This design comes from an exercise in tuning for small area, a short achievable clock period and few clock cycles on the open sky130 flow, not from production work. Function was checked by simulation only, so behaviour that the tests miss may differ from the original.

==> flow/design.v <==
module FFT_TOP #(
    parameter N = 32,
    word_size = 16
) (
    input wire clk, reset, en,
    input wire input_valid, receiver_ready,
    input wire [word_size*2-1: 0] i_input_sample1, i_input_sample2,
    output wire output_valid,
    output wire [word_size*2-1: 0] o_output_sample1, o_output_sample2
);
localparam S_IN = 2'd0, S_COMP = 2'd1, S_OUT = 2'd2;
reg [1:0] state;
reg [3:0] in_cnt;
reg [5:0] q;             
reg [4:0] out_m;         
reg direct;              
reg [2:0] drain;
reg rr_r;                
function [1:0] bank_of;
    input [4:0] a;
    bank_of = {a[1] ^ a[3] ^ a[4], a[0] ^ a[2] ^ a[4]};
endfunction
function [4:0] rotl5;
    input [4:0] x;
    input [2:0] s;
    case (s)
        3'd0: rotl5 = x;
        3'd1: rotl5 = {x[3:0], x[4]};
        3'd2: rotl5 = {x[2:0], x[4:3]};
        3'd3: rotl5 = {x[1:0], x[4:2]};
        default: rotl5 = {x[0], x[4:1]};
    endcase
endfunction
wire comp = (state == S_COMP);
wire pre = (state == S_IN) && (in_cnt >= 4'd7) && (in_cnt != 4'd15);
wire [2:0] t0 = in_cnt[2:0] + 3'd1;                       
wire issuing = comp || pre;
wire [2:0] s = pre ? 3'd0 : {1'b0, q[4:3]} + 3'd1;
wire [2:0] i3 = pre ? {t0[0], t0[1], t0[2]} : q[2:0];
wire slot_v = pre || comp;
reg [4:0] aP1, aP2, aQ1, aQ2;
reg [3:0] twP, twQ;
always @(*) begin
    if (s == 3'd4) begin
        aP1 = {1'b0, i3, 1'b0};
        aP2 = {1'b1, i3, 1'b0};
        aQ1 = {1'b0, i3, 1'b1};
        aQ2 = {1'b1, i3, 1'b1};
        twP = {i3, 1'b0};
        twQ = {i3, 1'b1};
    end else if (s == 3'd3) begin
        aP1 = rotl5({i3[1:0], i3[2], 2'b00}, 3'd3);
        aQ1 = rotl5({i3[1:0], i3[2], 2'b10}, 3'd3);
        aP2 = aP1 | 5'd8;
        aQ2 = aQ1 | 5'd8;
        twP = {i3[1:0], i3[2], 1'b0};
        twQ = {i3[1:0], i3[2], 1'b0};
    end else begin
        aP1 = rotl5({1'b0, i3, 1'b0}, s);
        aQ1 = rotl5({1'b1, i3, 1'b0}, s);
        aP2 = aP1 | (5'd1 << s);
        aQ2 = aQ1 | (5'd1 << s);
        case (s)
            3'd0: begin twP = 4'd0;              twQ = 4'd0; end
            3'd1: begin twP = 4'd0;              twQ = 4'd8; end
            3'd2: begin twP = {1'b0, i3[2], 2'b0}; twQ = {1'b1, i3[2], 2'b0}; end
            default: begin twP = 4'd0;              twQ = 4'd0; end
        endcase
    end
end
wire d_beat, m_beat, d_first;
reg [4:0] out_m_n;
always @(*) begin
    out_m_n = out_m;
    if (d_beat)
        out_m_n = d_first ? (rr_r ? 5'd1 : 5'd0) : (direct ? out_m + 5'd1 : out_m);
    if (m_beat)
        out_m_n = (out_m[3:0] == 4'd15) ? 5'd0 : out_m + 5'd1;
end
wire [4:0] oa1 = {out_m_n[3:0], 1'b0};
wire [4:0] oa2 = {out_m_n[3:0], 1'b1};
wire [4:0] ad0 = issuing ? aP1 : oa1;
wire [4:0] ad1 = issuing ? aP2 : oa2;
wire [4:0] ad2 = aQ1;
wire [4:0] ad3 = aQ2;
wire [1:0] bk0 = bank_of(ad0), bk1 = bank_of(ad1), bk2 = bank_of(ad2), bk3 = bank_of(ad3);
reg [1:0] g_src0, g_src1, g_src2, g_src3;    
reg [1:0] g_op0, g_op1, g_op2, g_op3;        
reg [2:0] g_ix0, g_ix1, g_ix2, g_ix3;        
reg [3:0] g_twP, g_twQ;
reg g_l4, g_v, g_pre;
reg [2:0] g_i;
function [1:0] op_in;        
    input [1:0] b, k0, k1, k2, k3;
    op_in = (k0 == b) ? 2'd0 : (k1 == b) ? 2'd1 : (k2 == b) ? 2'd2 : 2'd3;
endfunction
function [2:0] ix_in;
    input [1:0] b, k0, k1, k2, k3;
    input [4:0] x0, x1, x2, x3;
    ix_in = (k0 == b) ? x0[4:2] : (k1 == b) ? x1[4:2] : (k2 == b) ? x2[4:2] : x3[4:2];
endfunction
always @(posedge clk) begin
    g_src0 <= bk0; g_src1 <= bk1; g_src2 <= bk2; g_src3 <= bk3;
    g_op0 <= op_in(2'd0, bk0, bk1, bk2, bk3);
    g_op1 <= op_in(2'd1, bk0, bk1, bk2, bk3);
    g_op2 <= op_in(2'd2, bk0, bk1, bk2, bk3);
    g_op3 <= op_in(2'd3, bk0, bk1, bk2, bk3);
    g_ix0 <= ix_in(2'd0, bk0, bk1, bk2, bk3, ad0, ad1, ad2, ad3);
    g_ix1 <= ix_in(2'd1, bk0, bk1, bk2, bk3, ad0, ad1, ad2, ad3);
    g_ix2 <= ix_in(2'd2, bk0, bk1, bk2, bk3, ad0, ad1, ad2, ad3);
    g_ix3 <= ix_in(2'd3, bk0, bk1, bk2, bk3, ad0, ad1, ad2, ad3);
    g_twP <= twP;
    g_twQ <= twQ;
    g_l4 <= (s == 3'd4);
    g_i <= i3;
    g_pre <= pre;
end
reg [31:0] bank0 [0:7];
reg [31:0] bank1 [0:7];
reg [31:0] bank2 [0:7];
reg [31:0] bank3 [0:7];
function [71:0] tw_digits;       
    input [3:0] k;
    case (k)
        4'd0: tw_digits = {24'h400005, 24'h000000, 24'h000000};
        4'd1: tw_digits = {24'h42ac71, 24'h195070, 24'h0b1150};
        4'd2: tw_digits = {24'h556200, 24'ha45009, 24'h34102d};
        4'd3: tw_digits = {24'h56e568, 24'ha31188, 24'h2150a8};
        4'd4: tw_digits = {24'h2adc01, 24'hb89405, 24'h2adc01};
        4'd5: tw_digits = {24'h2150a8, 24'hc4ac48, 24'h56e568};
        4'd6: tw_digits = {24'h34102d, 24'hc72a00, 24'h556200};
        4'd7: tw_digits = {24'h0b1030, 24'hc0e555, 24'h42ac71};
        4'd8: tw_digits = {24'h000000, 24'hc00001, 24'h400005};
        4'd9: tw_digits = {24'h195070, 24'hc0e555, 24'h42ac71};
        4'd10: tw_digits = {24'ha45009, 24'hc72a00, 24'h556200};
        4'd11: tw_digits = {24'ha31188, 24'hc4ac48, 24'h56e568};
        4'd12: tw_digits = {24'hb89405, 24'hb89405, 24'h2adc01};
        4'd13: tw_digits = {24'hc4ac48, 24'ha31188, 24'h2150a8};
        4'd14: tw_digits = {24'hc72a00, 24'ha45009, 24'h34102d};
        default: tw_digits = {24'hc0e555, 24'h195070, 24'h0b1150};
    endcase
endfunction
wire [31:0] rd0 = bank0[g_ix0];
wire [31:0] rd1 = bank1[g_ix1];
wire [31:0] rd2 = bank2[g_ix2];
wire [31:0] rd3 = bank3[g_ix3];
function [31:0] pick;
    input [1:0] b;
    input [31:0] x0, x1, x2, x3;
    case (b)
        2'd0: pick = x0;
        2'd1: pick = x1;
        2'd2: pick = x2;
        default: pick = x3;
    endcase
endfunction
wire [31:0] rAP = pick(g_src0, rd0, rd1, rd2, rd3);
wire [31:0] rBP = g_pre ? i_input_sample1 : pick(g_src1, rd0, rd1, rd2, rd3);
wire [31:0] rAQ = pick(g_src2, rd0, rd1, rd2, rd3);
wire [31:0] rBQ = g_pre ? i_input_sample2 : pick(g_src3, rd0, rd1, rd2, rd3);
wire [71:0] dgP = tw_digits(g_twP);
wire [71:0] dgQ = tw_digits(g_twQ);
wire [31:0] outP1, outP2, outQ1, outQ2;
bfu bfP (.clk(clk), .A(rAP), .B(rBP), .dr(dgP[71:48]), .di(dgP[47:24]), .dn(dgP[23:0]),
    .out1(outP1), .out2(outP2));
bfu bfQ (.clk(clk), .A(rAQ), .B(rBQ), .dr(dgQ[71:48]), .di(dgQ[47:24]), .dn(dgQ[23:0]),
    .out1(outQ1), .out2(outQ2));
reg r_v, k_v, m_v;
reg r_l4, k_l4, m_l4;
reg [2:0] r_i, k_i, m_i;
reg [1:0] r_op0, r_op1, r_op2, r_op3, k_op0, k_op1, k_op2, k_op3, m_op0, m_op1, m_op2, m_op3;
reg [2:0] r_ix0, r_ix1, r_ix2, r_ix3, k_ix0, k_ix1, k_ix2, k_ix3, m_ix0, m_ix1, m_ix2, m_ix3;
always @(posedge clk) begin
    r_l4 <= g_l4; k_l4 <= r_l4; m_l4 <= k_l4;
    r_i <= g_i; k_i <= r_i; m_i <= k_i;
    r_op0 <= g_op0; r_op1 <= g_op1; r_op2 <= g_op2; r_op3 <= g_op3;
    k_op0 <= r_op0; k_op1 <= r_op1; k_op2 <= r_op2; k_op3 <= r_op3;
    m_op0 <= k_op0; m_op1 <= k_op1; m_op2 <= k_op2; m_op3 <= k_op3;
    r_ix0 <= g_ix0; r_ix1 <= g_ix1; r_ix2 <= g_ix2; r_ix3 <= g_ix3;
    k_ix0 <= r_ix0; k_ix1 <= r_ix1; k_ix2 <= r_ix2; k_ix3 <= r_ix3;
    m_ix0 <= k_ix0; m_ix1 <= k_ix1; m_ix2 <= k_ix2; m_ix3 <= k_ix3;
end
wire [3:0] in_a = {in_cnt[0], in_cnt[1], in_cnt[2], in_cnt[3]};
wire [1:0] inb1 = bank_of({1'b0, in_a});
wire [1:0] inb2 = bank_of({1'b1, in_a});
wire in_phase = (state == S_IN) && !in_cnt[3];
function [31:0] wsel;
    input in_ph;
    input [1:0] b, inb1, op;
    input [31:0] s1, s2, p1, p2, q1, q2;
    if (in_ph)
        wsel = (inb1 == b) ? s1 : s2;
    else
        wsel = pick(op, p1, p2, q1, q2);
endfunction
wire [31:0] wd0 = wsel(in_phase, 2'd0, inb1, m_op0, i_input_sample1, i_input_sample2, outP1, outP2, outQ1, outQ2);
wire [31:0] wd1 = wsel(in_phase, 2'd1, inb1, m_op1, i_input_sample1, i_input_sample2, outP1, outP2, outQ1, outQ2);
wire [31:0] wd2 = wsel(in_phase, 2'd2, inb1, m_op2, i_input_sample1, i_input_sample2, outP1, outP2, outQ1, outQ2);
wire [31:0] wd3 = wsel(in_phase, 2'd3, inb1, m_op3, i_input_sample1, i_input_sample2, outP1, outP2, outQ1, outQ2);
wire [2:0] in_ix1 = {1'b0, in_a[3:2]};
wire [2:0] in_ix2 = {1'b1, in_a[3:2]};
wire we0 = in_phase ? (inb1 == 2'd0 || inb2 == 2'd0) : m_v;
wire we1 = in_phase ? (inb1 == 2'd1 || inb2 == 2'd1) : m_v;
wire we2 = in_phase ? (inb1 == 2'd2 || inb2 == 2'd2) : m_v;
wire we3 = in_phase ? (inb1 == 2'd3 || inb2 == 2'd3) : m_v;
wire [2:0] wi0 = in_phase ? ((inb1 == 2'd0) ? in_ix1 : in_ix2) : m_ix0;
wire [2:0] wi1 = in_phase ? ((inb1 == 2'd1) ? in_ix1 : in_ix2) : m_ix1;
wire [2:0] wi2 = in_phase ? ((inb1 == 2'd2) ? in_ix1 : in_ix2) : m_ix2;
wire [2:0] wi3 = in_phase ? ((inb1 == 2'd3) ? in_ix1 : in_ix2) : m_ix3;
always @(posedge clk) begin
    if (we0) bank0[wi0] <= wd0;
    if (we1) bank1[wi1] <= wd1;
    if (we2) bank2[wi2] <= wd2;
    if (we3) bank3[wi3] <= wd3;
end
reg [31:0] o1, o2;
reg ov;
assign output_valid = ov;
assign o_output_sample1 = o1;
assign o_output_sample2 = o2;
assign d_beat = m_v && m_l4;                  
assign d_first = (m_i == 3'd0);
assign m_beat = (state == S_OUT) && (drain == 3'd0) && rr_r;
always @(posedge clk) begin
    o1 <= d_beat ? outP1 : rAP;
    o2 <= d_beat ? outQ1 : rBP;
end
always @(posedge clk or posedge reset) begin
    if (reset) begin
        state <= S_IN;
        in_cnt <= 4'd0;
        q <= 6'd0;
        out_m <= 5'd0;
        direct <= 1'b0;
        drain <= 3'd0;
        rr_r <= 1'b0;
        g_v <= 1'b0; r_v <= 1'b0; k_v <= 1'b0; m_v <= 1'b0;
        ov <= 1'b0;
    end else begin
        rr_r <= receiver_ready;
        out_m <= out_m_n;
        g_v <= slot_v;
        r_v <= g_v;
        k_v <= r_v;
        m_v <= k_v;
        ov <= 1'b0;
        case (state)
            S_IN: begin
                if (input_valid) begin
                    in_cnt <= in_cnt + 4'd1;
                    if (in_cnt == 4'd15) begin
                        state <= S_COMP;
                        q <= 6'd0;
                    end
                end
            end
            S_COMP: begin
                q <= q + 6'd1;
                if (q == 6'd31) begin
                    state <= S_OUT;
                    drain <= 3'd4;
                end
            end
            default: ;
        endcase
        if (d_beat) begin
            if (d_first) begin
                direct <= rr_r;
                ov <= rr_r;
            end else
                ov <= direct;
        end
        if (state == S_OUT) begin
            if (drain != 3'd0)
                drain <= drain - 3'd1;
            else if (rr_r) begin
                ov <= 1'b1;
                if (out_m[3:0] == 4'd15)
                    state <= S_IN;
            end
        end
    end
end
endmodule
module bfu (
    input wire clk,
    input wire [31:0] A, B,
    input wire [23:0] dr, di, dn,
    output wire [31:0] out1, out2
);
reg [31:0] r_A, r_B;
reg [23:0] r_dr0, r_dr1, r_di, r_dn;
always @(posedge clk) begin
    r_A <= A;
    r_B <= B;
    r_dr0 <= dr;
    r_dr1 <= dr;
    r_di <= di;
    r_dn <= dn;
end
function [17:0] pprow;
    input [15:0] x;
    input [2:0] d;
    reg [16:0] m;
    begin
        m = d[0] ? {x[15], x} : (d[1] ? {x, 1'b0} : 17'd0);
        pprow = {~(m[16] ^ d[2]), m ^ {17{d[2]}}};
    end
endfunction
localparam [30:0] KROW = 31'h00004000 - 31'h55540000;
wire [15:0] Br = r_B[31:16], Bi = r_B[15:0];
wire [31*19-1:0] re_rows, im_rows;
genvar gi;
generate
    for (gi = 0; gi < 8; gi = gi + 1) begin : pp
        wire [2:0] cr0 = r_dr0[3*gi+2:3*gi];
        wire [2:0] cr1 = r_dr1[3*gi+2:3*gi];
        wire [2:0] ci = r_di[3*gi+2:3*gi];
        wire [2:0] cn = r_dn[3*gi+2:3*gi];                      
        wire [48:0] sr0 = {31'd0, pprow(Br, cr0)} << (2*gi);    
        wire [48:0] sr1 = {31'd0, pprow(Bi, cn)} << (2*gi);     
        wire [48:0] si0 = {31'd0, pprow(Bi, cr1)} << (2*gi);    
        wire [48:0] si1 = {31'd0, pprow(Br, ci)} << (2*gi);     
        assign re_rows[31*(2*gi)+30:31*(2*gi)] = sr0[30:0];
        assign re_rows[31*(2*gi+1)+30:31*(2*gi+1)] = sr1[30:0];
        assign im_rows[31*(2*gi)+30:31*(2*gi)] = si0[30:0];
        assign im_rows[31*(2*gi+1)+30:31*(2*gi+1)] = si1[30:0];
        assign re_rows[31*16+2*gi+1:31*16+2*gi] = {1'b0, cr0[2]};
        assign re_rows[31*17+2*gi+1:31*17+2*gi] = {1'b0, cn[2]};
        assign im_rows[31*16+2*gi+1:31*16+2*gi] = {1'b0, cr1[2]};
        assign im_rows[31*17+2*gi+1:31*17+2*gi] = {1'b0, ci[2]};
    end
endgenerate
assign re_rows[31*17-1:31*16+16] = 15'd0;
assign re_rows[31*18-1:31*17+16] = 15'd0;
assign im_rows[31*17-1:31*16+16] = 15'd0;
assign im_rows[31*18-1:31*17+16] = 15'd0;
assign re_rows[31*19-1:31*18] = KROW;
assign im_rows[31*19-1:31*18] = KROW;
wire [31*4-1:0] re_r4, im_r4;
dadda19to4 re_tree (.rows(re_rows), .o(re_r4));
dadda19to4 im_tree (.rows(im_rows), .o(im_r4));
reg [31*4-1:0] k_re, k_im;
reg [31:0] k_A;
always @(posedge clk) begin
    k_re <= re_r4;
    k_im <= im_r4;
    k_A <= r_A;
end
wire [30:0] re_s, re_c, im_s, im_c;
csa_4to2 re_tree2 (.rows(k_re), .s(re_s), .c(re_c));
csa_4to2 im_tree2 (.rows(k_im), .s(im_s), .c(im_c));
wire [30:0] Rs = re_s + re_c;
wire [30:0] Is = im_s + im_c;
reg [31:0] m_T, m_A;
always @(posedge clk) begin
    m_T <= {Rs[30:15], Is[30:15]};
    m_A <= k_A;
end
wire [15:0] Tr = m_T[31:16], Ti = m_T[15:0];
wire [15:0] Ar = m_A[31:16], Ai = m_A[15:0];
assign out1 = {Ar + Tr, Ai + Ti};
assign out2 = {Ar - Tr, Ai - Ti};
endmodule
module csa_4to2 (
    input wire [31*4-1:0] rows,
    output wire [30:0] s, c
);
function [61:0] csa;
    input [30:0] a, b, d;
    begin
        csa[30:0] = a ^ b ^ d;
        csa[61:31] = {(a[29:0] & b[29:0]) | (a[29:0] & d[29:0]) | (b[29:0] & d[29:0]), 1'b0};
    end
endfunction
wire [61:0] l5_0 = csa(rows[30:0], rows[61:31], rows[92:62]);
wire [61:0] l6_0 = csa(l5_0[30:0], l5_0[61:31], rows[123:93]);
assign s = l6_0[30:0];
assign c = l6_0[61:31];
endmodule
module dadda19to4 (
    input wire [31*19-1:0] rows,
    output wire [31*4-1:0] o
);
wire h0_s = rows[10] ^ rows[41];
wire h0_c = rows[10] & rows[41];
wire f1_s = rows[12] ^ rows[43] ^ rows[74];
wire f1_c = (rows[12] & rows[43]) | (rows[12] & rows[74]) | (rows[43] & rows[74]);
wire h2_s = rows[105] ^ rows[136];
wire h2_c = rows[105] & rows[136];
wire f3_s = rows[13] ^ rows[44] ^ rows[75];
wire f3_c = (rows[13] & rows[44]) | (rows[13] & rows[75]) | (rows[44] & rows[75]);
wire h4_s = rows[106] ^ rows[137];
wire h4_c = rows[106] & rows[137];
wire f5_s = rows[14] ^ rows[45] ^ rows[76];
wire f5_c = (rows[14] & rows[45]) | (rows[14] & rows[76]) | (rows[45] & rows[76]);
wire f6_s = rows[107] ^ rows[138] ^ rows[169];
wire f6_c = (rows[107] & rows[138]) | (rows[107] & rows[169]) | (rows[138] & rows[169]);
wire f7_s = rows[200] ^ rows[231] ^ rows[262];
wire f7_c = (rows[200] & rows[231]) | (rows[200] & rows[262]) | (rows[231] & rows[262]);
wire f8_s = rows[293] ^ rows[324] ^ rows[355];
wire f8_c = (rows[293] & rows[324]) | (rows[293] & rows[355]) | (rows[324] & rows[355]);
wire f9_s = rows[15] ^ rows[46] ^ rows[77];
wire f9_c = (rows[15] & rows[46]) | (rows[15] & rows[77]) | (rows[46] & rows[77]);
wire f10_s = rows[108] ^ rows[139] ^ rows[170];
wire f10_c = (rows[108] & rows[139]) | (rows[108] & rows[170]) | (rows[139] & rows[170]);
wire f11_s = rows[201] ^ rows[232] ^ rows[263];
wire f11_c = (rows[201] & rows[232]) | (rows[201] & rows[263]) | (rows[232] & rows[263]);
wire h12_s = rows[294] ^ rows[325];
wire h12_c = rows[294] & rows[325];
wire f13_s = rows[16] ^ rows[47] ^ rows[78];
wire f13_c = (rows[16] & rows[47]) | (rows[16] & rows[78]) | (rows[47] & rows[78]);
wire f14_s = rows[109] ^ rows[140] ^ rows[171];
wire f14_c = (rows[109] & rows[140]) | (rows[109] & rows[171]) | (rows[140] & rows[171]);
wire f15_s = rows[202] ^ rows[233] ^ rows[264];
wire f15_c = (rows[202] & rows[233]) | (rows[202] & rows[264]) | (rows[233] & rows[264]);
wire h16_s = rows[295] ^ rows[326];
wire h16_c = rows[295] & rows[326];
wire f17_s = rows[17] ^ rows[48] ^ rows[79];
wire f17_c = (rows[17] & rows[48]) | (rows[17] & rows[79]) | (rows[48] & rows[79]);
wire f18_s = rows[110] ^ rows[141] ^ rows[172];
wire f18_c = (rows[110] & rows[141]) | (rows[110] & rows[172]) | (rows[141] & rows[172]);
wire f19_s = rows[203] ^ rows[234] ^ rows[265];
wire f19_c = (rows[203] & rows[234]) | (rows[203] & rows[265]) | (rows[234] & rows[265]);
wire h20_s = rows[296] ^ rows[327];
wire h20_c = rows[296] & rows[327];
wire f21_s = rows[80] ^ rows[111] ^ rows[142];
wire f21_c = (rows[80] & rows[111]) | (rows[80] & rows[142]) | (rows[111] & rows[142]);
wire f22_s = rows[173] ^ rows[204] ^ rows[235];
wire f22_c = (rows[173] & rows[204]) | (rows[173] & rows[235]) | (rows[204] & rows[235]);
wire f23_s = rows[266] ^ rows[297] ^ rows[328];
wire f23_c = (rows[266] & rows[297]) | (rows[266] & rows[328]) | (rows[297] & rows[328]);
wire f24_s = rows[81] ^ rows[112] ^ rows[143];
wire f24_c = (rows[81] & rows[112]) | (rows[81] & rows[143]) | (rows[112] & rows[143]);
wire f25_s = rows[174] ^ rows[205] ^ rows[236];
wire f25_c = (rows[174] & rows[205]) | (rows[174] & rows[236]) | (rows[205] & rows[236]);
wire h26_s = rows[267] ^ rows[298];
wire h26_c = rows[267] & rows[298];
wire f27_s = rows[144] ^ rows[175] ^ rows[206];
wire f27_c = (rows[144] & rows[175]) | (rows[144] & rows[206]) | (rows[175] & rows[206]);
wire h28_s = rows[145] ^ rows[176];
wire h28_c = rows[145] & rows[176];
wire h29_s = rows[6] ^ rows[37];
wire h29_c = rows[6] & rows[37];
wire f30_s = rows[8] ^ rows[39] ^ rows[70];
wire f30_c = (rows[8] & rows[39]) | (rows[8] & rows[70]) | (rows[39] & rows[70]);
wire h31_s = rows[101] ^ rows[132];
wire h31_c = rows[101] & rows[132];
wire f32_s = rows[9] ^ rows[40] ^ rows[71];
wire f32_c = (rows[9] & rows[40]) | (rows[9] & rows[71]) | (rows[40] & rows[71]);
wire h33_s = rows[102] ^ rows[133];
wire h33_c = rows[102] & rows[133];
wire f34_s = h0_s ^ rows[72] ^ rows[103];
wire f34_c = (h0_s & rows[72]) | (h0_s & rows[103]) | (rows[72] & rows[103]);
wire f35_s = rows[134] ^ rows[165] ^ rows[196];
wire f35_c = (rows[134] & rows[165]) | (rows[134] & rows[196]) | (rows[165] & rows[196]);
wire f36_s = rows[227] ^ rows[258] ^ rows[289];
wire f36_c = (rows[227] & rows[258]) | (rows[227] & rows[289]) | (rows[258] & rows[289]);
wire f37_s = rows[11] ^ rows[42] ^ rows[73];
wire f37_c = (rows[11] & rows[42]) | (rows[11] & rows[73]) | (rows[42] & rows[73]);
wire f38_s = rows[104] ^ rows[135] ^ rows[166];
wire f38_c = (rows[104] & rows[135]) | (rows[104] & rows[166]) | (rows[135] & rows[166]);
wire f39_s = rows[197] ^ rows[228] ^ rows[259];
wire f39_c = (rows[197] & rows[228]) | (rows[197] & rows[259]) | (rows[228] & rows[259]);
wire h40_s = rows[290] ^ rows[321];
wire h40_c = rows[290] & rows[321];
wire f41_s = f1_s ^ h2_s ^ rows[167];
wire f41_c = (f1_s & h2_s) | (f1_s & rows[167]) | (h2_s & rows[167]);
wire f42_s = rows[198] ^ rows[229] ^ rows[260];
wire f42_c = (rows[198] & rows[229]) | (rows[198] & rows[260]) | (rows[229] & rows[260]);
wire f43_s = rows[291] ^ rows[322] ^ rows[353];
wire f43_c = (rows[291] & rows[322]) | (rows[291] & rows[353]) | (rows[322] & rows[353]);
wire f44_s = rows[384] ^ rows[415] ^ rows[508];
wire f44_c = (rows[384] & rows[415]) | (rows[384] & rows[508]) | (rows[415] & rows[508]);
wire f45_s = f3_s ^ h4_s ^ rows[168];
wire f45_c = (f3_s & h4_s) | (f3_s & rows[168]) | (h4_s & rows[168]);
wire f46_s = rows[199] ^ rows[230] ^ rows[261];
wire f46_c = (rows[199] & rows[230]) | (rows[199] & rows[261]) | (rows[230] & rows[261]);
wire f47_s = rows[292] ^ rows[323] ^ rows[354];
wire f47_c = (rows[292] & rows[323]) | (rows[292] & rows[354]) | (rows[323] & rows[354]);
wire f48_s = rows[385] ^ rows[416] ^ f1_c;
wire f48_c = (rows[385] & rows[416]) | (rows[385] & f1_c) | (rows[416] & f1_c);
wire f49_s = f5_s ^ f6_s ^ f7_s;
wire f49_c = (f5_s & f6_s) | (f5_s & f7_s) | (f6_s & f7_s);
wire f50_s = f8_s ^ rows[386] ^ rows[417];
wire f50_c = (f8_s & rows[386]) | (f8_s & rows[417]) | (rows[386] & rows[417]);
wire f51_s = rows[448] ^ rows[479] ^ rows[510];
wire f51_c = (rows[448] & rows[479]) | (rows[448] & rows[510]) | (rows[479] & rows[510]);
wire f52_s = rows[541] ^ 1'b1 ^ f3_c;
wire f52_c = (rows[541] & 1'b1) | (rows[541] & f3_c) | (1'b1 & f3_c);
wire f53_s = f9_s ^ f10_s ^ f11_s;
wire f53_c = (f9_s & f10_s) | (f9_s & f11_s) | (f10_s & f11_s);
wire f54_s = h12_s ^ rows[356] ^ rows[387];
wire f54_c = (h12_s & rows[356]) | (h12_s & rows[387]) | (rows[356] & rows[387]);
wire f55_s = rows[418] ^ rows[449] ^ rows[480];
wire f55_c = (rows[418] & rows[449]) | (rows[418] & rows[480]) | (rows[449] & rows[480]);
wire f56_s = f5_c ^ f6_c ^ f7_c;
wire f56_c = (f5_c & f6_c) | (f5_c & f7_c) | (f6_c & f7_c);
wire f57_s = f13_s ^ f14_s ^ f15_s;
wire f57_c = (f13_s & f14_s) | (f13_s & f15_s) | (f14_s & f15_s);
wire f58_s = h16_s ^ rows[357] ^ rows[388];
wire f58_c = (h16_s & rows[357]) | (h16_s & rows[388]) | (rows[357] & rows[388]);
wire f59_s = rows[419] ^ rows[450] ^ rows[481];
wire f59_c = (rows[419] & rows[450]) | (rows[419] & rows[481]) | (rows[450] & rows[481]);
wire f60_s = f9_c ^ f10_c ^ f11_c;
wire f60_c = (f9_c & f10_c) | (f9_c & f11_c) | (f10_c & f11_c);
wire f61_s = f17_s ^ f18_s ^ f19_s;
wire f61_c = (f17_s & f18_s) | (f17_s & f19_s) | (f18_s & f19_s);
wire f62_s = h20_s ^ rows[358] ^ rows[389];
wire f62_c = (h20_s & rows[358]) | (h20_s & rows[389]) | (rows[358] & rows[389]);
wire f63_s = rows[420] ^ rows[451] ^ rows[482];
wire f63_c = (rows[420] & rows[451]) | (rows[420] & rows[482]) | (rows[451] & rows[482]);
wire f64_s = f13_c ^ f14_c ^ f15_c;
wire f64_c = (f13_c & f14_c) | (f13_c & f15_c) | (f14_c & f15_c);
wire f65_s = f21_s ^ f22_s ^ f23_s;
wire f65_c = (f21_s & f22_s) | (f21_s & f23_s) | (f22_s & f23_s);
wire f66_s = rows[359] ^ rows[390] ^ rows[421];
wire f66_c = (rows[359] & rows[390]) | (rows[359] & rows[421]) | (rows[390] & rows[421]);
wire f67_s = rows[452] ^ rows[483] ^ 1'b1;
wire f67_c = (rows[452] & rows[483]) | (rows[452] & 1'b1) | (rows[483] & 1'b1);
wire f68_s = f17_c ^ f18_c ^ f19_c;
wire f68_c = (f17_c & f18_c) | (f17_c & f19_c) | (f18_c & f19_c);
wire f69_s = f24_s ^ f25_s ^ h26_s;
wire f69_c = (f24_s & f25_s) | (f24_s & h26_s) | (f25_s & h26_s);
wire f70_s = rows[329] ^ rows[360] ^ rows[391];
wire f70_c = (rows[329] & rows[360]) | (rows[329] & rows[391]) | (rows[360] & rows[391]);
wire f71_s = rows[422] ^ rows[453] ^ rows[484];
wire f71_c = (rows[422] & rows[453]) | (rows[422] & rows[484]) | (rows[453] & rows[484]);
wire f72_s = 1'b1 ^ f21_c ^ f22_c;
wire f72_c = (1'b1 & f21_c) | (1'b1 & f22_c) | (f21_c & f22_c);
wire f73_s = f27_s ^ rows[237] ^ rows[268];
wire f73_c = (f27_s & rows[237]) | (f27_s & rows[268]) | (rows[237] & rows[268]);
wire f74_s = rows[299] ^ rows[330] ^ rows[361];
wire f74_c = (rows[299] & rows[330]) | (rows[299] & rows[361]) | (rows[330] & rows[361]);
wire f75_s = rows[392] ^ rows[423] ^ rows[454];
wire f75_c = (rows[392] & rows[423]) | (rows[392] & rows[454]) | (rows[423] & rows[454]);
wire f76_s = rows[485] ^ f24_c ^ f25_c;
wire f76_c = (rows[485] & f24_c) | (rows[485] & f25_c) | (f24_c & f25_c);
wire f77_s = h28_s ^ rows[207] ^ rows[238];
wire f77_c = (h28_s & rows[207]) | (h28_s & rows[238]) | (rows[207] & rows[238]);
wire f78_s = rows[269] ^ rows[300] ^ rows[331];
wire f78_c = (rows[269] & rows[300]) | (rows[269] & rows[331]) | (rows[300] & rows[331]);
wire f79_s = rows[362] ^ rows[393] ^ rows[424];
wire f79_c = (rows[362] & rows[393]) | (rows[362] & rows[424]) | (rows[393] & rows[424]);
wire f80_s = rows[455] ^ rows[486] ^ 1'b1;
wire f80_c = (rows[455] & rows[486]) | (rows[455] & 1'b1) | (rows[486] & 1'b1);
wire f81_s = rows[208] ^ rows[239] ^ rows[270];
wire f81_c = (rows[208] & rows[239]) | (rows[208] & rows[270]) | (rows[239] & rows[270]);
wire f82_s = rows[301] ^ rows[332] ^ rows[363];
wire f82_c = (rows[301] & rows[332]) | (rows[301] & rows[363]) | (rows[332] & rows[363]);
wire f83_s = rows[394] ^ rows[425] ^ rows[456];
wire f83_c = (rows[394] & rows[425]) | (rows[394] & rows[456]) | (rows[425] & rows[456]);
wire f84_s = rows[209] ^ rows[240] ^ rows[271];
wire f84_c = (rows[209] & rows[240]) | (rows[209] & rows[271]) | (rows[240] & rows[271]);
wire f85_s = rows[302] ^ rows[333] ^ rows[364];
wire f85_c = (rows[302] & rows[333]) | (rows[302] & rows[364]) | (rows[333] & rows[364]);
wire h86_s = rows[395] ^ rows[426];
wire h86_c = rows[395] & rows[426];
wire f87_s = rows[272] ^ rows[303] ^ rows[334];
wire f87_c = (rows[272] & rows[303]) | (rows[272] & rows[334]) | (rows[303] & rows[334]);
wire h88_s = rows[273] ^ rows[304];
wire h88_c = rows[273] & rows[304];
wire f89_s = rows[4] ^ rows[35] ^ rows[66];
wire f89_c = (rows[4] & rows[35]) | (rows[4] & rows[66]) | (rows[35] & rows[66]);
wire h90_s = rows[5] ^ rows[36];
wire h90_c = rows[5] & rows[36];
wire f91_s = h29_s ^ rows[68] ^ rows[99];
wire f91_c = (h29_s & rows[68]) | (h29_s & rows[99]) | (rows[68] & rows[99]);
wire f92_s = rows[130] ^ rows[161] ^ rows[192];
wire f92_c = (rows[130] & rows[161]) | (rows[130] & rows[192]) | (rows[161] & rows[192]);
wire f93_s = rows[7] ^ rows[38] ^ rows[69];
wire f93_c = (rows[7] & rows[38]) | (rows[7] & rows[69]) | (rows[38] & rows[69]);
wire f94_s = rows[100] ^ rows[131] ^ rows[162];
wire f94_c = (rows[100] & rows[131]) | (rows[100] & rows[162]) | (rows[131] & rows[162]);
wire h95_s = rows[193] ^ rows[224];
wire h95_c = rows[193] & rows[224];
wire f96_s = f30_s ^ h31_s ^ rows[163];
wire f96_c = (f30_s & h31_s) | (f30_s & rows[163]) | (h31_s & rows[163]);
wire f97_s = rows[194] ^ rows[225] ^ rows[256];
wire f97_c = (rows[194] & rows[225]) | (rows[194] & rows[256]) | (rows[225] & rows[256]);
wire f98_s = rows[287] ^ rows[504] ^ rows[535];
wire f98_c = (rows[287] & rows[504]) | (rows[287] & rows[535]) | (rows[504] & rows[535]);
wire f99_s = f32_s ^ h33_s ^ rows[164];
wire f99_c = (f32_s & h33_s) | (f32_s & rows[164]) | (h33_s & rows[164]);
wire f100_s = rows[195] ^ rows[226] ^ rows[257];
wire f100_c = (rows[195] & rows[226]) | (rows[195] & rows[257]) | (rows[226] & rows[257]);
wire f101_s = rows[288] ^ f30_c ^ h31_c;
wire f101_c = (rows[288] & f30_c) | (rows[288] & h31_c) | (f30_c & h31_c);
wire f102_s = f34_s ^ f35_s ^ f36_s;
wire f102_c = (f34_s & f35_s) | (f34_s & f36_s) | (f35_s & f36_s);
wire f103_s = rows[320] ^ rows[351] ^ rows[506];
wire f103_c = (rows[320] & rows[351]) | (rows[320] & rows[506]) | (rows[351] & rows[506]);
wire f104_s = rows[537] ^ f32_c ^ h33_c;
wire f104_c = (rows[537] & f32_c) | (rows[537] & h33_c) | (f32_c & h33_c);
wire f105_s = f37_s ^ f38_s ^ f39_s;
wire f105_c = (f37_s & f38_s) | (f37_s & f39_s) | (f38_s & f39_s);
wire f106_s = h40_s ^ rows[352] ^ h0_c;
wire f106_c = (h40_s & rows[352]) | (h40_s & h0_c) | (rows[352] & h0_c);
wire f107_s = f34_c ^ f35_c ^ f36_c;
wire f107_c = (f34_c & f35_c) | (f34_c & f36_c) | (f35_c & f36_c);
wire f108_s = f41_s ^ f42_s ^ f43_s;
wire f108_c = (f41_s & f42_s) | (f41_s & f43_s) | (f42_s & f43_s);
wire f109_s = f44_s ^ rows[539] ^ f37_c;
wire f109_c = (f44_s & rows[539]) | (f44_s & f37_c) | (rows[539] & f37_c);
wire f110_s = f38_c ^ f39_c ^ h40_c;
wire f110_c = (f38_c & f39_c) | (f38_c & h40_c) | (f39_c & h40_c);
wire f111_s = f45_s ^ f46_s ^ f47_s;
wire f111_c = (f45_s & f46_s) | (f45_s & f47_s) | (f46_s & f47_s);
wire f112_s = f48_s ^ h2_c ^ f41_c;
wire f112_c = (f48_s & h2_c) | (f48_s & f41_c) | (h2_c & f41_c);
wire f113_s = f42_c ^ f43_c ^ f44_c;
wire f113_c = (f42_c & f43_c) | (f42_c & f44_c) | (f43_c & f44_c);
wire f114_s = f49_s ^ f50_s ^ f51_s;
wire f114_c = (f49_s & f50_s) | (f49_s & f51_s) | (f50_s & f51_s);
wire f115_s = f52_s ^ h4_c ^ f45_c;
wire f115_c = (f52_s & h4_c) | (f52_s & f45_c) | (h4_c & f45_c);
wire f116_s = f46_c ^ f47_c ^ f48_c;
wire f116_c = (f46_c & f47_c) | (f46_c & f48_c) | (f47_c & f48_c);
wire f117_s = f53_s ^ f54_s ^ f55_s;
wire f117_c = (f53_s & f54_s) | (f53_s & f55_s) | (f54_s & f55_s);
wire f118_s = f56_s ^ f8_c ^ f49_c;
wire f118_c = (f56_s & f8_c) | (f56_s & f49_c) | (f8_c & f49_c);
wire f119_s = f50_c ^ f51_c ^ f52_c;
wire f119_c = (f50_c & f51_c) | (f50_c & f52_c) | (f51_c & f52_c);
wire f120_s = f57_s ^ f58_s ^ f59_s;
wire f120_c = (f57_s & f58_s) | (f57_s & f59_s) | (f58_s & f59_s);
wire f121_s = f60_s ^ h12_c ^ f53_c;
wire f121_c = (f60_s & h12_c) | (f60_s & f53_c) | (h12_c & f53_c);
wire f122_s = f54_c ^ f55_c ^ f56_c;
wire f122_c = (f54_c & f55_c) | (f54_c & f56_c) | (f55_c & f56_c);
wire f123_s = f61_s ^ f62_s ^ f63_s;
wire f123_c = (f61_s & f62_s) | (f61_s & f63_s) | (f62_s & f63_s);
wire f124_s = f64_s ^ h16_c ^ f57_c;
wire f124_c = (f64_s & h16_c) | (f64_s & f57_c) | (h16_c & f57_c);
wire f125_s = f58_c ^ f59_c ^ f60_c;
wire f125_c = (f58_c & f59_c) | (f58_c & f60_c) | (f59_c & f60_c);
wire f126_s = f65_s ^ f66_s ^ f67_s;
wire f126_c = (f65_s & f66_s) | (f65_s & f67_s) | (f66_s & f67_s);
wire f127_s = f68_s ^ h20_c ^ f61_c;
wire f127_c = (f68_s & h20_c) | (f68_s & f61_c) | (h20_c & f61_c);
wire f128_s = f62_c ^ f63_c ^ f64_c;
wire f128_c = (f62_c & f63_c) | (f62_c & f64_c) | (f63_c & f64_c);
wire f129_s = f69_s ^ f70_s ^ f71_s;
wire f129_c = (f69_s & f70_s) | (f69_s & f71_s) | (f70_s & f71_s);
wire f130_s = f72_s ^ f23_c ^ f65_c;
wire f130_c = (f72_s & f23_c) | (f72_s & f65_c) | (f23_c & f65_c);
wire f131_s = f66_c ^ f67_c ^ f68_c;
wire f131_c = (f66_c & f67_c) | (f66_c & f68_c) | (f67_c & f68_c);
wire f132_s = f73_s ^ f74_s ^ f75_s;
wire f132_c = (f73_s & f74_s) | (f73_s & f75_s) | (f74_s & f75_s);
wire f133_s = f76_s ^ h26_c ^ f69_c;
wire f133_c = (f76_s & h26_c) | (f76_s & f69_c) | (h26_c & f69_c);
wire f134_s = f70_c ^ f71_c ^ f72_c;
wire f134_c = (f70_c & f71_c) | (f70_c & f72_c) | (f71_c & f72_c);
wire f135_s = f77_s ^ f78_s ^ f79_s;
wire f135_c = (f77_s & f78_s) | (f77_s & f79_s) | (f78_s & f79_s);
wire f136_s = f80_s ^ f27_c ^ f73_c;
wire f136_c = (f80_s & f27_c) | (f80_s & f73_c) | (f27_c & f73_c);
wire f137_s = f74_c ^ f75_c ^ f76_c;
wire f137_c = (f74_c & f75_c) | (f74_c & f76_c) | (f75_c & f76_c);
wire f138_s = f81_s ^ f82_s ^ f83_s;
wire f138_c = (f81_s & f82_s) | (f81_s & f83_s) | (f82_s & f83_s);
wire f139_s = rows[487] ^ h28_c ^ f77_c;
wire f139_c = (rows[487] & h28_c) | (rows[487] & f77_c) | (h28_c & f77_c);
wire f140_s = f78_c ^ f79_c ^ f80_c;
wire f140_c = (f78_c & f79_c) | (f78_c & f80_c) | (f79_c & f80_c);
wire f141_s = f84_s ^ f85_s ^ h86_s;
wire f141_c = (f84_s & f85_s) | (f84_s & h86_s) | (f85_s & h86_s);
wire f142_s = rows[457] ^ rows[488] ^ 1'b1;
wire f142_c = (rows[457] & rows[488]) | (rows[457] & 1'b1) | (rows[488] & 1'b1);
wire f143_s = f81_c ^ f82_c ^ f83_c;
wire f143_c = (f81_c & f82_c) | (f81_c & f83_c) | (f82_c & f83_c);
wire f144_s = f87_s ^ rows[365] ^ rows[396];
wire f144_c = (f87_s & rows[365]) | (f87_s & rows[396]) | (rows[365] & rows[396]);
wire f145_s = rows[427] ^ rows[458] ^ rows[489];
wire f145_c = (rows[427] & rows[458]) | (rows[427] & rows[489]) | (rows[458] & rows[489]);
wire f146_s = f84_c ^ f85_c ^ h86_c;
wire f146_c = (f84_c & f85_c) | (f84_c & h86_c) | (f85_c & h86_c);
wire f147_s = h88_s ^ rows[335] ^ rows[366];
wire f147_c = (h88_s & rows[335]) | (h88_s & rows[366]) | (rows[335] & rows[366]);
wire f148_s = rows[397] ^ rows[428] ^ rows[459];
wire f148_c = (rows[397] & rows[428]) | (rows[397] & rows[459]) | (rows[428] & rows[459]);
wire f149_s = rows[490] ^ 1'b1 ^ f87_c;
wire f149_c = (rows[490] & 1'b1) | (rows[490] & f87_c) | (1'b1 & f87_c);
wire f150_s = rows[336] ^ rows[367] ^ rows[398];
wire f150_c = (rows[336] & rows[367]) | (rows[336] & rows[398]) | (rows[367] & rows[398]);
wire f151_s = rows[429] ^ rows[460] ^ rows[491];
wire f151_c = (rows[429] & rows[460]) | (rows[429] & rows[491]) | (rows[460] & rows[491]);
wire f152_s = rows[337] ^ rows[368] ^ rows[399];
wire f152_c = (rows[337] & rows[368]) | (rows[337] & rows[399]) | (rows[368] & rows[399]);
wire h153_s = rows[430] ^ rows[461];
wire h153_c = rows[430] & rows[461];
wire f154_s = rows[2] ^ rows[33] ^ rows[64];
wire f154_c = (rows[2] & rows[33]) | (rows[2] & rows[64]) | (rows[33] & rows[64]);
wire h155_s = rows[3] ^ rows[34];
wire h155_c = rows[3] & rows[34];
wire f156_s = f89_s ^ rows[97] ^ rows[128];
wire f156_c = (f89_s & rows[97]) | (f89_s & rows[128]) | (rows[97] & rows[128]);
wire h157_s = rows[159] ^ rows[500];
wire h157_c = rows[159] & rows[500];
wire f158_s = h90_s ^ rows[67] ^ rows[98];
wire f158_c = (h90_s & rows[67]) | (h90_s & rows[98]) | (rows[67] & rows[98]);
wire f159_s = rows[129] ^ rows[160] ^ f89_c;
wire f159_c = (rows[129] & rows[160]) | (rows[129] & f89_c) | (rows[160] & f89_c);
wire f160_s = f91_s ^ f92_s ^ rows[223];
wire f160_c = (f91_s & f92_s) | (f91_s & rows[223]) | (f92_s & rows[223]);
wire f161_s = rows[502] ^ rows[533] ^ h90_c;
wire f161_c = (rows[502] & rows[533]) | (rows[502] & h90_c) | (rows[533] & h90_c);
wire f162_s = f93_s ^ f94_s ^ h95_s;
wire f162_c = (f93_s & f94_s) | (f93_s & h95_s) | (f94_s & h95_s);
wire f163_s = h29_c ^ f91_c ^ f92_c;
wire f163_c = (h29_c & f91_c) | (h29_c & f92_c) | (f91_c & f92_c);
wire f164_s = f96_s ^ f97_s ^ f98_s;
wire f164_c = (f96_s & f97_s) | (f96_s & f98_s) | (f97_s & f98_s);
wire f165_s = f93_c ^ f94_c ^ h95_c;
wire f165_c = (f93_c & f94_c) | (f93_c & h95_c) | (f94_c & h95_c);
wire f166_s = f99_s ^ f100_s ^ f101_s;
wire f166_c = (f99_s & f100_s) | (f99_s & f101_s) | (f100_s & f101_s);
wire f167_s = f96_c ^ f97_c ^ f98_c;
wire f167_c = (f96_c & f97_c) | (f96_c & f98_c) | (f97_c & f98_c);
wire f168_s = f102_s ^ f103_s ^ f104_s;
wire f168_c = (f102_s & f103_s) | (f102_s & f104_s) | (f103_s & f104_s);
wire f169_s = f99_c ^ f100_c ^ f101_c;
wire f169_c = (f99_c & f100_c) | (f99_c & f101_c) | (f100_c & f101_c);
wire f170_s = f105_s ^ f106_s ^ f107_s;
wire f170_c = (f105_s & f106_s) | (f105_s & f107_s) | (f106_s & f107_s);
wire f171_s = f102_c ^ f103_c ^ f104_c;
wire f171_c = (f102_c & f103_c) | (f102_c & f104_c) | (f103_c & f104_c);
wire f172_s = f108_s ^ f109_s ^ f110_s;
wire f172_c = (f108_s & f109_s) | (f108_s & f110_s) | (f109_s & f110_s);
wire f173_s = f105_c ^ f106_c ^ f107_c;
wire f173_c = (f105_c & f106_c) | (f105_c & f107_c) | (f106_c & f107_c);
wire f174_s = f111_s ^ f112_s ^ f113_s;
wire f174_c = (f111_s & f112_s) | (f111_s & f113_s) | (f112_s & f113_s);
wire f175_s = f108_c ^ f109_c ^ f110_c;
wire f175_c = (f108_c & f109_c) | (f108_c & f110_c) | (f109_c & f110_c);
wire f176_s = f114_s ^ f115_s ^ f116_s;
wire f176_c = (f114_s & f115_s) | (f114_s & f116_s) | (f115_s & f116_s);
wire f177_s = f111_c ^ f112_c ^ f113_c;
wire f177_c = (f111_c & f112_c) | (f111_c & f113_c) | (f112_c & f113_c);
wire f178_s = f117_s ^ f118_s ^ f119_s;
wire f178_c = (f117_s & f118_s) | (f117_s & f119_s) | (f118_s & f119_s);
wire f179_s = f114_c ^ f115_c ^ f116_c;
wire f179_c = (f114_c & f115_c) | (f114_c & f116_c) | (f115_c & f116_c);
wire f180_s = f120_s ^ f121_s ^ f122_s;
wire f180_c = (f120_s & f121_s) | (f120_s & f122_s) | (f121_s & f122_s);
wire f181_s = f117_c ^ f118_c ^ f119_c;
wire f181_c = (f117_c & f118_c) | (f117_c & f119_c) | (f118_c & f119_c);
wire f182_s = f123_s ^ f124_s ^ f125_s;
wire f182_c = (f123_s & f124_s) | (f123_s & f125_s) | (f124_s & f125_s);
wire f183_s = f120_c ^ f121_c ^ f122_c;
wire f183_c = (f120_c & f121_c) | (f120_c & f122_c) | (f121_c & f122_c);
wire f184_s = f126_s ^ f127_s ^ f128_s;
wire f184_c = (f126_s & f127_s) | (f126_s & f128_s) | (f127_s & f128_s);
wire f185_s = f123_c ^ f124_c ^ f125_c;
wire f185_c = (f123_c & f124_c) | (f123_c & f125_c) | (f124_c & f125_c);
wire f186_s = f129_s ^ f130_s ^ f131_s;
wire f186_c = (f129_s & f130_s) | (f129_s & f131_s) | (f130_s & f131_s);
wire f187_s = f126_c ^ f127_c ^ f128_c;
wire f187_c = (f126_c & f127_c) | (f126_c & f128_c) | (f127_c & f128_c);
wire f188_s = f132_s ^ f133_s ^ f134_s;
wire f188_c = (f132_s & f133_s) | (f132_s & f134_s) | (f133_s & f134_s);
wire f189_s = f129_c ^ f130_c ^ f131_c;
wire f189_c = (f129_c & f130_c) | (f129_c & f131_c) | (f130_c & f131_c);
wire f190_s = f135_s ^ f136_s ^ f137_s;
wire f190_c = (f135_s & f136_s) | (f135_s & f137_s) | (f136_s & f137_s);
wire f191_s = f132_c ^ f133_c ^ f134_c;
wire f191_c = (f132_c & f133_c) | (f132_c & f134_c) | (f133_c & f134_c);
wire f192_s = f138_s ^ f139_s ^ f140_s;
wire f192_c = (f138_s & f139_s) | (f138_s & f140_s) | (f139_s & f140_s);
wire f193_s = f135_c ^ f136_c ^ f137_c;
wire f193_c = (f135_c & f136_c) | (f135_c & f137_c) | (f136_c & f137_c);
wire f194_s = f141_s ^ f142_s ^ f143_s;
wire f194_c = (f141_s & f142_s) | (f141_s & f143_s) | (f142_s & f143_s);
wire f195_s = f138_c ^ f139_c ^ f140_c;
wire f195_c = (f138_c & f139_c) | (f138_c & f140_c) | (f139_c & f140_c);
wire f196_s = f144_s ^ f145_s ^ f146_s;
wire f196_c = (f144_s & f145_s) | (f144_s & f146_s) | (f145_s & f146_s);
wire f197_s = f141_c ^ f142_c ^ f143_c;
wire f197_c = (f141_c & f142_c) | (f141_c & f143_c) | (f142_c & f143_c);
wire f198_s = f147_s ^ f148_s ^ f149_s;
wire f198_c = (f147_s & f148_s) | (f147_s & f149_s) | (f148_s & f149_s);
wire f199_s = f144_c ^ f145_c ^ f146_c;
wire f199_c = (f144_c & f145_c) | (f144_c & f146_c) | (f145_c & f146_c);
wire f200_s = f150_s ^ f151_s ^ h88_c;
wire f200_c = (f150_s & f151_s) | (f150_s & h88_c) | (f151_s & h88_c);
wire f201_s = f147_c ^ f148_c ^ f149_c;
wire f201_c = (f147_c & f148_c) | (f147_c & f149_c) | (f148_c & f149_c);
wire f202_s = f152_s ^ h153_s ^ rows[492];
wire f202_c = (f152_s & h153_s) | (f152_s & rows[492]) | (h153_s & rows[492]);
wire f203_s = 1'b1 ^ f150_c ^ f151_c;
wire f203_c = (1'b1 & f150_c) | (1'b1 & f151_c) | (f150_c & f151_c);
wire f204_s = rows[400] ^ rows[431] ^ rows[462];
wire f204_c = (rows[400] & rows[431]) | (rows[400] & rows[462]) | (rows[431] & rows[462]);
wire f205_s = rows[493] ^ f152_c ^ h153_c;
wire f205_c = (rows[493] & f152_c) | (rows[493] & h153_c) | (f152_c & h153_c);
wire f206_s = rows[401] ^ rows[432] ^ rows[463];
wire f206_c = (rows[401] & rows[432]) | (rows[401] & rows[463]) | (rows[432] & rows[463]);
wire h207_s = rows[494] ^ 1'b1;
wire h207_c = rows[494] & 1'b1;
assign o[30:0] = {rows[464], f206_s, f204_s, f202_s, f200_s, f198_s, f196_s, f194_s, f192_s, f190_s, f188_s, f186_s, f184_s, f182_s, f180_s, f178_s, f176_s, f174_s, f172_s, f170_s, f168_s, f166_s, f164_s, f162_s, f160_s, f158_s, f156_s, h155_s, f154_s, rows[1], rows[0]};
assign o[61:31] = {rows[495], h207_s, f205_s, f203_s, f201_s, f199_s, f197_s, f195_s, f193_s, f191_s, f189_s, f187_s, f185_s, f183_s, f181_s, f179_s, f177_s, f175_s, f173_s, f171_s, f169_s, f167_s, f165_s, f163_s, f161_s, f159_s, h157_s, rows[65], rows[95], rows[32], rows[31]};
assign o[92:62] = {f206_c, f204_c, f202_c, f200_c, f198_c, f196_c, f194_c, f192_c, f190_c, f188_c, f186_c, f184_c, f182_c, f180_c, f178_c, f176_c, f174_c, f172_c, f170_c, f168_c, f166_c, f164_c, f162_c, f160_c, f158_c, f156_c, rows[531], rows[96], rows[498], 1'b0, rows[496]};
assign o[123:93] = {h207_c, f205_c, f203_c, f201_c, f199_c, f197_c, f195_c, f193_c, f191_c, f189_c, f187_c, f185_c, f183_c, f181_c, f179_c, f177_c, f175_c, f173_c, f171_c, f169_c, f167_c, f165_c, f163_c, f161_c, f159_c, h157_c, h155_c, f154_c, rows[529], 1'b0, rows[527]};
endmodule
==> flow/flow/run.sh <==
#!/bin/bash
# The standard layout, with timing repair aimed at a 3.6 ns period: the clock
# stays at the design's period, repair_timing is only told to keep a 6.4 ns
# setup margin, without gate cloning (clones overloaded some nets).
# Every step's output goes to its own log here.
set -e
export SETUP_SLACK_MARGIN=6.4
export SKIP_GATE_CLONING=1
bash standard.sh > standard.log 2>&1
==> flow/standard.sh <==
#!/bin/bash
# synth_recipe.tcl (not shown) runs the flow's synth.tcl, then flattens the netlist and writes it again
# the make line also repeats each setting of config.mk as NAME=value (left out here)
make -C /OpenROAD-flow-scripts/flow DESIGN_CONFIG=/design/flow/config.mk WORK_HOME=/design/flow/orfs CLKGATE_MAP_FILE= SYNTH_SCRIPT=/design/flow/synth_recipe.tcl "${@:-finish}"
==> flow/config.mk <==
export PLATFORM = sky130hd
export DESIGN_NAME = FFT_TOP
export DESIGN_NICKNAME = FFT_TOP
export VERILOG_FILES = /design/flow/design.v
export SDC_FILE = /design/flow/constraint.sdc
export NUM_CORES = 4
export LEC_CHECK = 0
export CAP_MARGIN = 20
export CORE_MARGIN = 2
export CORE_UTILIZATION = 65
export SLEW_MARGIN = 20
==> flow/constraint.sdc <==
create_clock -name core_clock -period 10.0 [get_ports {clk}]
set_input_delay 2.0000 -clock core_clock [delete_from_list [all_inputs] [get_ports {clk}]]
set_output_delay 2.0000 -clock core_clock [all_outputs]
set_load 0.01 [all_outputs]
==> results of run 1 <==
==> critical path: stages (launching register included) <==
cell and delay, ns:
dfxtp_1 0.31, fa_1 0.56, fa_1 0.42, ha_1 0.32, a311o_1 0.30, o221a_4 0.32, nor4_4 0.38, o21ai_4 0.15
buf_4 0.19, buf_6 0.11, nand3_4 0.08, a21boi_4 0.08, o21a_4 0.22, nor2_4 0.13, xnor2_4 0.19
==> worst min path at each step <==
stage                      startpoint          end  slack, ns  cells after the start
after floorplan            bfP.r_A[0]   bfP.k_A[0]       0.31                      0
after global placement    bfQ.k_A[14]  bfQ.m_A[14]       0.31                      0
after global routing      bfQ.r_A[27]  bfQ.k_A[27]       0.31                      0
final                     bfP.r_A[18]  bfP.k_A[18]       0.31                      0
after CTS                 bfP.r_A[18]  bfP.k_A[18]       0.32                      0
after detailed placement     k_op1[1]     m_op1[1]       0.31                      0
==> metrics by stage <==
stage / util, % / hold WS (ns)
2_1_floorplan: - / 0.310
3_3_place_gp: 67.4 / 0.310
3_5_place_dp: 67.5 / 0.312
4_1_cts: 72.5 / 0.319
5_1_grt: 73.5 / 0.311
6_report: 73.5 / 0.313
==> layer usage <==
| layer | track usage (%) | vias up |
|---|---|---|
| met1 | 51.7 | 41380 |
| met4 | 23.1 | 30 |
| li1 | - | 34807 |
| met5 | 0 | - |
| met3 | 10.3 | 1244 |
| met2 | 61.5 | 5427 |
==> final cells by class <==
type / count / area (um^2)
Fill cell: 12295 / 49100
Tap cell: 2480 / 3100
Multi-Input combinational cell: 6529 / 66000
Antenna cell: 42 / 105
Clock buffer: 284 / 5870
Clock inverter: 111 / 1540
Inverter: 833 / 3130
Sequential cell: 2084 / 52300
Timing Repair Buffer: 456 / 4460
==> repair_timing <==
action / in CTS / in global routing
pin swaps: 95 / 104
gates cloned: 0 / 0
gates resized for setup: 367 / 263
buffers inserted: 63 / 67
endpoints found under the setup margin: 1225 / 898
==> logic make-up (layout without fill, tap and decap cells) <==
family / count (synthesis) / in the layout / share of synthesized area (%)
flops: 2084 / 2084 / 42.8
mux: 898 / 898 / 12.4
compound gates: 1516 / 1516 / 7.74
buf+inv: 1539 / 1684 / 4.79
xor+xnor: 1040 / 1040 / 7.51
simple gates: 1799 / 1799 / 6.24
fa+ha+maj: 1276 / 1276 / 18.5
other cells: 0 / 42 / 0
==> synth_stat cells (13+ instances only) <==
| library cell | instances | area share, % |
|---|---|---|
| a211o_1 | 15 | 0.11 |
| a211oi_1 | 55 | 0.34 |
| a21boi_0 | 114 | 0.70 |
| a21o_1 | 36 | 0.22 |
| a21oi_1 | 323 | 1.3 |
| a22o_1 | 17 | 0.12 |
| a22oi_1 | 150 | 0.93 |
| a31oi_1 | 41 | 0.21 |
| and2_1 | 20 | 0.10 |
| buf_1 | 103 | 0.32 |
| buf_2 | 32 | 0.13 |
| clkbuf_1 | 568 | 1.8 |
| dfrtp_1 | 26 | 0.53 |
| dfxtp_1 | 1034 | 17 |
| edfxtp_1 | 1024 | 25 |
| fa_1 | 869 | 14 |
| ha_1 | 407 | 4.2 |
| inv_1 | 816 | 2.5 |
| mux2_2 | 244 | 2.3 |
| mux2i_1 | 189 | 1.6 |
| mux4_2 | 462 | 8.6 |
| nand2_1 | 975 | 3.0 |
| nand2b_1 | 39 | 0.20 |
| nand3_1 | 53 | 0.22 |
| nor2_1 | 444 | 1.4 |
| nor2b_1 | 85 | 0.44 |
| nor3_1 | 82 | 0.34 |
| nor4_1 | 13 | 0.067 |
| o211ai_1 | 35 | 0.22 |
| o21a_1 | 39 | 0.24 |
| o21ai_0 | 529 | 2.2 |
| o21bai_1 | 22 | 0.14 |
| o31a_1 | 15 | 0.11 |
| or3_1 | 26 | 0.13 |
| xnor2_1 | 686 | 4.9 |
| xor2_1 | 352 | 2.5 |
==> flip-flops by register name, indices dropped and copies added (netlist names), 116 cells and up <==
name / count
bank2: 256
bank3: 256
bfP.k_im: 117
bank0: 256
bfQ.k_im: 120
bfP.k_re: 116
bfQ.k_re: 122
bank1: 256
==> flow_summary.ini, run 1 <==
[logic_synthesis]
synth_edf_count = 1024
ys_types = 91
yosysSeqAreaShare_pct = 42.8
syn_area_um2 = 122000
syn_nets = 11497
synthesis.instances = 10152
synth_ff_type = dfxtp_1
ys_warn_count = 3
synth-seq-cells = 2084
synth_area_per_cell_um2 = 12.0
async_reset_ff_share_pct = 1.25

[worst_setup_path]
timing.rr.start = bfP.k_im[7]
worstPathMaxFanout = 3
ff2ff_path_depth = 14
startpoint = bfP.k_im[7]
critPathCapture = bfP.m_T[8]
regToRegEndpoint = bfP.m_T[8]
crit_arrival_ns = 4.64
r2r_slack_ns = 6.13
cp.required_ns = 10.77
start_kind = flop
crit_path_end_kind = flop
worstSetupPathType = reg2reg

[routing]
ant_nets = 0
wirelength_met1_mm = 134
wire_per_inst_um = 29.6
drt_iter0_markers = 10244
wirelength_mm = 380
vias = 82888
drt-pass1-iter-count = 8
via_per_inst = 6.47
met2WireLength_mm = 173
route.met3.wl_mm = 46.4
drc_errors = 0
routed.top_layer = met5

[grt]
gr-total-overflow = 0
antenna_found_initial = 51
grt_pass1_vias = 84112
grt_max_degree = 86
grt_pass1_wl_mm = 554
grt_usage_pct = 40.0

[sta]
relSlewSlack_pct = 22.8
timing_hold_violations_final = 0
rsz0062_at_grt = true
final.min_clock_period_ns = 3.87
slew_viol_final = 0
fin_ws_ns = 6.13
tightest_slew_ns = 1.16
finalSetupViolCount = 0
tns_ns = 0
fmax_mhz = 258
finalCritPeriodShare_pct = 38.7
skew_ns = 0.0602

[layout]
drive_above_1_share_pct = 17.5
design_area_um2 = 137000
mostFrequentLayoutCells = edfxtp_1 (1024), nand2_1 (969), dfxtp_1 (940), fa_1 (864), inv_1 (806)
nNetsFinal = 11459
area_growth_pct = 12.2
mostFrequentLayoutCell = edfxtp_1
final_cells = 12819

[clock_tree]
numCtsBuffers = 210
clockBufferDepth = 3
cts.reportedPaths.clkPinSlew_ns = 0.06
tritoncts = done
postCtsHoldBufs = 0
clk_latency_ns = 0.89
cts.sinks = 2084
root_buffer = clkbuf_16
cts_htree_levels = 4

[placed_design]
place.gp.congestion = 0.977
post-place-ws_ns = 5.35
port_buffers = 132
place_area_um2 = 125000
dpl.hpwl_mm = 260
dp.cells = 12252

[run_status]
status = complete, no violations

[die]
start_util_pct = 65.5
core-area_um2 = 186000
ios = 134
die_y_um = 437
die_area_um2 = 191000
die_w_um = 437
rows = 158

[hold_path]
hold_path.class = reg2reg

[run]
cap_violations = 0
Testbench counts, summed over its fixed seeds: cycles 15,360.
==> inputs of run 2 (changes only) <==
--- a/flow/design.v
+++ b/flow/design.v
@@ -350,17 +350,23 @@
 wire [30:0] re_s, re_c, im_s, im_c;
 csa_4to2 re_tree2 (.rows(k_re), .s(re_s), .c(re_c));
 csa_4to2 im_tree2 (.rows(k_im), .s(im_s), .c(im_c));
-wire [30:0] Rs = re_s + re_c;
-wire [30:0] Is = im_s + im_c;
-reg [31:0] m_T, m_A;
+wire [15:0] re_lo = {1'b0, re_s[14:0]} + {1'b0, re_c[14:0]};
+wire [15:0] im_lo = {1'b0, im_s[14:0]} + {1'b0, im_c[14:0]};
+reg [15:0] m_sR, m_cR, m_sI, m_cI;
+reg m_kR, m_kI;
+reg [31:0] m_A;
 always @(posedge clk) begin
-    m_T <= {Rs[30:15], Is[30:15]};
+    m_sR <= re_s[30:15];
+    m_cR <= re_c[30:15];
+    m_kR <= re_lo[15];
+    m_sI <= im_s[30:15];
+    m_cI <= im_c[30:15];
+    m_kI <= im_lo[15];
     m_A <= k_A;
 end
-wire [15:0] Tr = m_T[31:16], Ti = m_T[15:0];
 wire [15:0] Ar = m_A[31:16], Ai = m_A[15:0];
-assign out1 = {Ar + Tr, Ai + Ti};
-assign out2 = {Ar - Tr, Ai - Ti};
+assign out1 = {Ar + m_sR + m_cR + {15'd0, m_kR}, Ai + m_sI + m_cI + {15'd0, m_kI}};
+assign out2 = {Ar + ~m_sR + ~m_cR + {15'd0, ~m_kR} + 16'd1, Ai + ~m_sI + ~m_cI + {15'd0, ~m_kI} + 16'd1};
 endmodule
 module csa_4to2 (
     input wire [31*4-1:0] rows,
--- a/flow/config.mk
+++ b/flow/config.mk
@@ -7,5 +7,5 @@
 export LEC_CHECK = 0
 export CAP_MARGIN = 20
 export CORE_MARGIN = 2
-export CORE_UTILIZATION = 65
+export CORE_UTILIZATION = 55
 export SLEW_MARGIN = 20
==> run 2 against run 1 <==
Against the previous run:
- still clean
- setup slack lost 0.063 ns
- clock skew grew 0.044 ns
- global-route usage shrank 2.4 points
- first-iteration DRC count grew 2.7%
- via count grew 1.6%
- maximum frequency shrank 1.6%
- non-clock buffer count grew 71
- sequential cell count grew 68
- critical path type unchanged
==> flow_summary.ini, run 2 <==
[run_status]
status = complete, no violations

[clock_tree]
root_buffer = clkbuf_16
clk_latency_ns = 0.96
numCtsBuffers = 223
tritoncts = done
cts.sinks = 2152
cts_htree_levels = 4
cts.reportedPaths.clkPinSlew_ns = 0.07

[die]
die_y_um = 478
die_area_um2 = 229000
ios = 134
die_w_um = 478
core-area_um2 = 224000
rows = 174
start_util_pct = 55.2

[logic_synthesis]
ys_top_cells_by_count = dfxtp_1 (1102), edfxtp_1 (1024), fa_1 (989)
syn_area_um2 = 124000
synth-seq-cells = 2152
synth_edf_count = 1024
yosys.area.top_type_share_pct = 24.9
yosysSeqAreaShare_pct = 43.2
ys_types = 95
ys_warn_count = 3
synth_area_per_cell_um2 = 12.2
synth.most_common_cell = dfxtp_1
synth_top_area_cell = edfxtp_1
synthTopCellsByArea = edfxtp_1 (25%), dfxtp_1 (18%), fa_1 (16%)
synthesis.instances = 10131

[hold_path]
worstHoldPathCells = 0
hold_path.class = reg2reg

[grt]
grt_pass1_vias = 84195
gr-total-overflow = 0
grt_max_degree = 82

[layout]
nNetsFinal = 11617
area_growth_pct = 14.6
n_fill_cell = 17339
drive_above_1_share_pct = 20.0
final_cells = 13430

[worst_setup_path]
max_stage_delay_ns = 0.51
timing.rr.start = bfQ.m_sI[0]
path_depth = 16
critPathCapture = bank2[1][14]
critPathTopFamily = compound AO/OA/AOI/OAI gates
worst-path-buf-inv = 4
worstPathMaxFanout = 8
crit_path_end_kind = flop
crit_arrival_ns = 4.65
slowest_stage = fa_1
startpoint = bfQ.m_sI[0]
cp_cell_sequence = inv_2, fa_1, inv_2, ha_4, fa_2, a21o_1, a21o_1, a21oi_4, o21ai_4, a211oi_4, buf_6, mux2i_4, a21oi_2, a21oi_2, a211oi_4, buf_12

[routing]
vias = 84198
wire_per_inst_um = 32.2
ant_nets = 0
drt_iter0_markers = 10517
drc_errors = 0
via_per_inst = 6.27

[sta]
tightest_slew_ns = 1.21
timing_hold_violations_final = 0
finalSetupViolCount = 0
finalCritPeriodShare_pct = 39.4
skew_ns = 0.104
fmax_mhz = 254
slew_viol_final = 0
holdWs_ns = 0.286

[placed_design]
dpl.hpwl_mm = 298
dp.cells = 12806
place.gp.congestion = 1.01

[run]
cap_violations = 0
run 2: cell count changes after synthesis, moves of 28 or more:
cell     delta
a21oi_1    -52
o21ai_0    +71
fa_1      +120
xor2_1     -36
nor2_1     -66
buf_2      -28
inv_1      +36
dfxtp_1    +68
nand3_1    +28
ha_1       -60
run 2: how the worst min path moves through the flow:
| stage | slack, ns | to | from |
|---|---|---|---|
| 2_1_floorplan | 0.31 | bfP.k_A[0] | bfP.r_A[0] |
| 3_3_place_gp | 0.31 | m_l4 | k_l4 |
| 3_5_place_dp | 0.31 | bfP.m_A[27] | bfP.k_A[27] |
| 4_1_cts | 0.29 | k_op3[1] | r_op3[1] |
| 5_1_grt | 0.30 | bfQ.m_A[14] | bfQ.k_A[14] |
| 6_report | 0.29 | bfP.m_A[17] | bfP.k_A[17] |
run 2: cell families (layout without fill, tap and decap cells):
kind of cell,Yosys count,in the layout,synth area share (%)
compound gates,1514,1514,7.58
simple gates,1739,1739,5.95
flops,2152,2152,43.2
xor+xnor,982,982,6.99
buf+inv,1541,1819,4.69
mux,867,867,12.1
other cells,0,29,0
fa+ha+maj,1336,1336,19.5
run 2: metrics by stage:
step / area, um^2
finish: 142000
global route: 142000
CTS: 140000
detailed placement: 128000
global placement: 128000
floorplan: 124000
run 2: what timing repair did:
item	4_1_cts	5_1_grt
setup endpoints to repair	1336	1285
buffers inserted	108	65
pin swaps	132	101
hold buffers	0	0
gates cloned	0	0
resized for setup	636	289
run 2: area by class of cell:
cell class | instances | area (um^2) | share of cell area (%)
Multi-Input combinational cell | 6438 | 68000 | 47.9
Clock inverter | 126 | 1560 | 1.10
Clock buffer | 296 | 6280 | 4.43
Tap cell | 2992 | 3740 | 2.64
Sequential cell | 2152 | 53600 | 37.8
Inverter | 870 | 3280 | 2.31
Timing Repair Buffer | 527 | 5230 | 3.69
Antenna cell | 29 | 72.6 | 0.0512
run 2: worst reg2reg max path: cells and delay by family (launching register included):
| kind | cells | cell delay, ns |
|---|---|---|
| buf+inv | 4 | 0.44 |
| compound gates | 8 | 1.48 |
| fa+ha+maj | 3 | 1.07 |
| mux | 1 | 0.37 |
| flops | 1 | 0.36 |
run 2: metal layers:
metal | vias up | wire, um | GRT usage, %
met4 | 28 | 28100 | 20.3
li1 | 34931 | - | -
met1 | 42891 | 165000 | 50.9
met2 | 5146 | 189000 | 55.4
met3 | 1202 | 50100 | 9.92
met5 | - | 227 | 0
Testbench counts of run 2, summed over its fixed seeds: cycles 15,360.

[port drivers added, routing unchanged]
No port has a modelled driver above. Below, the same layouts with a new extraction and two added sets of constraints. Step 1 (the two cells are an assumption about what drives the block):
set clk [get_ports {clk}]
set_driving_cell -lib_cell sky130_fd_sc_hd__clkbuf_16 $clk
set_driving_cell -lib_cell sky130_fd_sc_hd__buf_2 [delete_from_list [all_inputs] $clk]
Step 2 moves the port delays by t, midway between the first and last clock arrival at a register: inputs arrive t later, outputs are due t later. That takes back most of the time a late clock gives input paths. Three values: no drivers, after step 1, after step 2; two values: the first two.
| run | t, ns | slack for setup (ns) | worst setup path after step 2 | clock arrival spread, ns | pins driven straight from the clock port |
|---|---|---|---|---|---|
| run 1 | 0.966 | 6.126 / 6.126 / 5.835 | input to register | 0.074 / 0.073 | 1 |
| run 2 | 1.000 | 6.062 / 6.062 / 5.776 | input to register | 0.107 / 0.106 | 1 |
After both steps every run listed still meets setup and hold. For run 1, which loses most, drivers alone change the setup slack by 0.000 ns; drivers and shift together by -0.291 ns.
